Source: an optimization exercise on an open RTL-to-GDS flow (aim: small area). Production flows keep margins and buffers that such runs may drop. Function was checked by simulation only, so behaviour that the tests miss may differ from the original. No activity file was given, so power comes from the tool's default toggle rates.

==> 04-27: inputs <==
==> flow/design.v (excerpt) <==
module ADSR_envelope (
  input clk,
  input rst,
  input gate,
  input [3:0] a,
  input [3:0] d,
  input [3:0] s,
  input [3:0] r,
  output active,
  output reg [7:0] amplitude);
clock: 10.0 ns
lec_check: 0
abc_area: 1
cap_margin: 20
core_margin: 2
core_utilization: 40
gpl_timing_driven: 0
slew_margin: 20
run.sh (not shown) runs the stock make flow with config.mk's settings and CLKGATE_MAP_FILE= SYNTH_SCRIPT=/design/flow/synth_recipe.tcl, a recipe that flattens the netlist after the stock synthesis.
==> 03-09 (differences from 04-27) <==
--- a/flow/design.v
+++ b/flow/design.v
@@ -78,22 +78,28 @@
   wire st_d   = (state == DECAY);
   wire st_r   = (state == RELEASE);
   assign active = !st_off;
   wire overflow = accumulator[26];
   wire rise = gate & ~prev_gate;
   wire [16:0] inc = st_a ? attack_table(a) : decay_release_table(st_d ? d : r);
   wire acc_add = (st_a | st_d | (st_r & ~gate)) & ~overflow;
-  wire [17:0] acc_lo;    
+  wire [16:0] acc_lo;    
+  wire        c9;        
+  wire [7:0] gg = accumulator[16:9] & inc[16:9];
+  wire [7:0] tt = accumulator[16:9] | inc[16:9];
+  wire       g9_16 = gg[7] | tt[7] & (gg[6] | tt[6] & (gg[5] | tt[5] & (gg[4] |
+                     tt[4] & (gg[3] | tt[3] & (gg[2] | tt[2] & (gg[1] | tt[1] & gg[0]))))));
+  wire       c17 = g9_16 | (&tt) & c9;
   wire [9:0] ones;
   assign ones[0] = 1'b1;
   genvar gk;
   generate for (gk = 0; gk < 9; gk = gk + 1) begin : g_ones
     assign ones[gk+1] = ones[gk] & accumulator[17+gk];
   end endgenerate
-  wire [9:0] cy = {10{acc_lo[17]}} & ones;
+  wire [9:0] cy = {10{c17}} & ones;
   wire [26:0] acc_sum = {cy[9], accumulator[25:17] ^ cy[8:0], acc_lo[16:0]};
   wire [7:0] e;
   eight_bit_exponential_decay_lookup exp_lookup(.din(accumulator[25:18]), .dout(e));
   wire [3:0]  u   = s ^ {4{st_d}};
   wire [31:0] pp;
   genvar gi, gj;
   generate for (gi = 0; gi < 8; gi = gi + 1) begin : g_pp
@@ -153,31 +159,32 @@
   assign ac_12 = (accumulator[5] & inc[5]) | (accumulator[5] & ac_10) | (inc[5] & ac_10);
   assign ac_13 = accumulator[6] ^ inc[6] ^ ac_12;
   assign ac_14 = (accumulator[6] & inc[6]) | (accumulator[6] & ac_12) | (inc[6] & ac_12);
   assign ac_15 = accumulator[7] ^ inc[7] ^ ac_14;
   assign ac_16 = (accumulator[7] & inc[7]) | (accumulator[7] & ac_14) | (inc[7] & ac_14);
   assign ac_17 = accumulator[8] ^ inc[8] ^ ac_16;
   assign ac_18 = (accumulator[8] & inc[8]) | (accumulator[8] & ac_16) | (inc[8] & ac_16);
-  assign ac_19 = accumulator[9] ^ inc[9] ^ ac_18;
-  assign ac_20 = (accumulator[9] & inc[9]) | (accumulator[9] & ac_18) | (inc[9] & ac_18);
+  assign ac_19 = accumulator[9] ^ inc[9] ^ c9;
+  assign ac_20 = (accumulator[9] & inc[9]) | (accumulator[9] & c9) | (inc[9] & c9);
   assign ac_21 = accumulator[10] ^ inc[10] ^ ac_20;
   assign ac_22 = (accumulator[10] & inc[10]) | (accumulator[10] & ac_20) | (inc[10] & ac_20);
   assign ac_23 = accumulator[11] ^ inc[11] ^ ac_22;
   assign ac_24 = (accumulator[11] & inc[11]) | (accumulator[11] & ac_22) | (inc[11] & ac_22);
   assign ac_25 = accumulator[12] ^ inc[12] ^ ac_24;
   assign ac_26 = (accumulator[12] & inc[12]) | (accumulator[12] & ac_24) | (inc[12] & ac_24);
   assign ac_27 = accumulator[13] ^ inc[13] ^ ac_26;
   assign ac_28 = (accumulator[13] & inc[13]) | (accumulator[13] & ac_26) | (inc[13] & ac_26);
   assign ac_29 = accumulator[14] ^ inc[14] ^ ac_28;
   assign ac_30 = (accumulator[14] & inc[14]) | (accumulator[14] & ac_28) | (inc[14] & ac_28);
   assign ac_31 = accumulator[15] ^ inc[15] ^ ac_30;
   assign ac_32 = (accumulator[15] & inc[15]) | (accumulator[15] & ac_30) | (inc[15] & ac_30);
   assign ac_33 = accumulator[16] ^ inc[16] ^ ac_32;
   assign ac_34 = (accumulator[16] & inc[16]) | (accumulator[16] & ac_32) | (inc[16] & ac_32);
-  assign acc_lo = {ac_34, ac_33, ac_31, ac_29, ac_27, ac_25, ac_23, ac_21, ac_19, ac_17, ac_15, ac_13, ac_11, ac_9, ac_7, ac_5, ac_3, ac_1};
+  assign c9 = ac_18;
+  assign acc_lo = {ac_33, ac_31, ac_29, ac_27, ac_25, ac_23, ac_21, ac_19, ac_17, ac_15, ac_13, ac_11, ac_9, ac_7, ac_5, ac_3, ac_1};
   wire mu_1;
   wire mu_2;
   wire mu_3;
   wire mu_4;
   wire mu_5;
   wire mu_6;
   wire mu_7;
==> flow/flow/run.sh (new file) <==
#!/bin/bash
# Own layout flow: the standard synthesis, then an area-oriented re-mapping
# of the combinational logic (flip-flops, their names and cell types untouched;
# full adders kept), checked for equivalence with the standard netlist, then
# the standard ORFS flow from floorplan to finish.
set -uo pipefail
W=$(pwd)
R=$W/orfs/results/${FLOW_PLATFORM}/ADSR_envelope/base
YOSYS=yosys
[ -x "$FLOW_HOME/../tools/install/yosys/bin/yosys" ] && YOSYS=$FLOW_HOME/../tools/install/yosys/bin/yosys
export LIB=$FLOW_HOME/platforms/${FLOW_PLATFORM}/lib/sky130_fd_sc_hd__tt_025C_1v80.lib
export TOP=$FLOW_TOP
export DONTUSE="$(cat $W/flow/dontuse.txt)"

bash standard.sh synth > synth.log 2>&1 || { echo "standard synth failed"; exit 1; }
cp $R/1_2_yosys.v $W/std_netlist.v

use_post=0
for S in "$(cat $W/flow/abc1.script)" "$(cat $W/flow/abc2.script)"; do
  IN=$W/std_netlist.v OUT=$W/post_netlist.v KEEP="sky130_fd_sc_hd__fa_1" SCRIPT="$S" \
    $YOSYS -c $W/flow/post.tcl > post.log 2>&1 || continue
  A=$W/std_netlist.v B=$W/post_netlist.v $YOSYS -c $W/flow/equiv.tcl > equiv.log 2>&1 || continue
  use_post=1; break
done
if [ $use_post = 1 ]; then
  echo "using re-mapped netlist"
  cp $W/post_netlist.v $R/1_2_yosys.v
  rm -f $R/1_synth.odb $R/1_synth.sdc
else
  echo "re-mapping failed or not proven equivalent; using the standard netlist"
fi
bash standard.sh BUFFER_PORTS_ARGS="-buffer_cell sky130_fd_sc_hd__buf_1" finish > finish.log 2>&1 || { echo "finish failed"; tail -30 finish.log; exit 1; }
echo done
==> flow/flow/abc1.script (new file) <==
strash;&get -n;&deepsyn -T 60;&put;dch -f;map -a;topo
==> flow/flow/abc2.script (new file) <==
strash;dch -f;amap;topo
==> flow/flow/dontuse.txt (new file) <==
-dont_use sky130_fd_sc_hd__lpflow_bleeder_1 -dont_use sky130_fd_sc_hd__lpflow_clkbufkapwr_1 -dont_use sky130_fd_sc_hd__lpflow_clkbufkapwr_16 -dont_use sky130_fd_sc_hd__lpflow_clkbufkapwr_2 -dont_use sky130_fd_sc_hd__lpflow_clkbufkapwr_4 -dont_use sky130_fd_sc_hd__lpflow_clkbufkapwr_8 -dont_use sky130_fd_sc_hd__lpflow_clkinvkapwr_1 -dont_use sky130_fd_sc_hd__lpflow_clkinvkapwr_16 -dont_use sky130_fd_sc_hd__lpflow_clkinvkapwr_2 -dont_use sky130_fd_sc_hd__lpflow_clkinvkapwr_4 -dont_use sky130_fd_sc_hd__lpflow_clkinvkapwr_8 -dont_use sky130_fd_sc_hd__lpflow_decapkapwr_12 -dont_use sky130_fd_sc_hd__lpflow_decapkapwr_3 -dont_use sky130_fd_sc_hd__lpflow_decapkapwr_4 -dont_use sky130_fd_sc_hd__lpflow_decapkapwr_6 -dont_use sky130_fd_sc_hd__lpflow_decapkapwr_8 -dont_use sky130_fd_sc_hd__lpflow_inputiso0n_1 -dont_use sky130_fd_sc_hd__lpflow_inputiso0p_1 -dont_use sky130_fd_sc_hd__lpflow_inputiso1n_1 -dont_use sky130_fd_sc_hd__lpflow_inputiso1p_1 -dont_use sky130_fd_sc_hd__lpflow_inputisolatch_1 -dont_use sky130_fd_sc_hd__lpflow_isobufsrc_1 -dont_use sky130_fd_sc_hd__lpflow_isobufsrc_16 -dont_use sky130_fd_sc_hd__lpflow_isobufsrc_2 -dont_use sky130_fd_sc_hd__lpflow_isobufsrc_4 -dont_use sky130_fd_sc_hd__lpflow_isobufsrc_8 -dont_use sky130_fd_sc_hd__lpflow_isobufsrckapwr_16 -dont_use sky130_fd_sc_hd__lpflow_lsbuf_lh_hl_isowell_tap_1 -dont_use sky130_fd_sc_hd__lpflow_lsbuf_lh_hl_isowell_tap_2 -dont_use sky130_fd_sc_hd__lpflow_lsbuf_lh_hl_isowell_tap_4 -dont_use sky130_fd_sc_hd__lpflow_lsbuf_lh_isowell_4 -dont_use sky130_fd_sc_hd__lpflow_lsbuf_lh_isowell_tap_1 -dont_use sky130_fd_sc_hd__lpflow_lsbuf_lh_isowell_tap_2 -dont_use sky130_fd_sc_hd__lpflow_lsbuf_lh_isowell_tap_4 -dont_use sky130_fd_sc_hd__probe_p_8 -dont_use sky130_fd_sc_hd__probec_p_8 
==> flow/flow/equiv.tcl (new file) <==
# env: A, B (netlists), TOP
yosys -import
set lib $::env(LIB)
read_liberty -ignore_miss_func $lib
read_verilog $::env(A)
yosys rename $::env(TOP) gold
read_verilog $::env(B)
yosys rename $::env(TOP) gate
flatten
opt_clean
equiv_make gold gate eq
hierarchy -top eq
equiv_simple -seq 1
equiv_induct
equiv_status -assert
==> flow/flow/post.tcl (new file) <==
# post-synthesis re-mapping of the combinational logic; flip-flops untouched
# env: IN, OUT, SCRIPT, KEEP (cells kept as boxes besides flip-flops), DONTUSE
yosys -import
set lib $::env(LIB)
read_liberty -ignore_miss_func $lib
read_verilog $::env(IN)
hierarchy -top $::env(TOP)
set keep [concat $::env(KEEP)]
foreach m [concat sky130_fd_sc_hd__dfxtp_1 sky130_fd_sc_hd__dfxtp_2 sky130_fd_sc_hd__dfxtp_4 sky130_fd_sc_hd__conb_1 $keep] {
  catch { setattr -mod -set keep_hierarchy 1 $m }
}
flatten
opt_clean -purge
abc -liberty $lib {*}$::env(DONTUSE) -script "+$::env(SCRIPT)"
opt_clean -purge
hilomap -singleton -hicell sky130_fd_sc_hd__conb_1 HI -locell sky130_fd_sc_hd__conb_1 LO
setattr -mod -unset keep_hierarchy
splitnets
opt_clean -purge
select $::env(TOP)
write_verilog -noattr -nohex -nodec -selected $::env(OUT)
==> flow/standard.sh (new file) <==
#!/bin/bash
# synth_recipe.tcl (not shown) runs the flow's synth.tcl, then flattens the netlist and writes it again
# the make line also repeats each setting of config.mk as NAME=value (left out here)
make -C /OpenROAD-flow-scripts/flow DESIGN_CONFIG=/design/flow/config.mk WORK_HOME=/design/flow/orfs CLKGATE_MAP_FILE= SYNTH_SCRIPT=/design/flow/synth_recipe.tcl "${@:-finish}"
CTS_BUF_LIST = sky130_fd_sc_hd__clkbuf_4 sky130_fd_sc_hd__clkbuf_8   (was unset)
GPL_TIMING_DRIVEN = unset   (was 0)
removed: flow/run.sh
==> summary of the runs <==
04-27 finished clean. 03-09 completed with no timing, DRC or antenna violations. Critical path depth: 03-09 is higher than 04-27 (1). Global-route usage: 04-27 is lower than 03-09 (1.3 points). Combinational power: 04-27 is larger than 03-09 (about 6%). Against 03-09, the setup slack of 04-27 is lower by 130 ps.

## what the ideal ports hide
How much do the figures lean on ideal ports? The routed layouts below were timed once more, with nothing changed but the port constraints. Step 1: set_driving_cell puts a clkbuf_16 on clk and a buf_2 on each other input, an assumption about the parent block. Step 2 also shifts input and output timing later by t, the mid clock arrival at the registers, as if the neighbouring blocks saw the same clock. Three values: no drivers, after step 1, after step 2; two values: the first two.
run | t, ns | setup WS [ns] | worst setup path at the end | latest minus earliest clock arrival (ns) | cell pins on the clock port's net
04-27 | 0.336 | 0.318 / 0.335 / -0.001 | input to register | 0.011 / 0.012 | 1
03-09 | 0.345 | 0.450 / 0.458 / 0.113 | input to register | 0.014 / 0.014 | 1
Met with ideal ports but missed after step 2: setup timing in 04-27. The setup slack of 03-09, which loses most, moves by +0.008 ns with the drivers and by -0.337 ns with both steps.
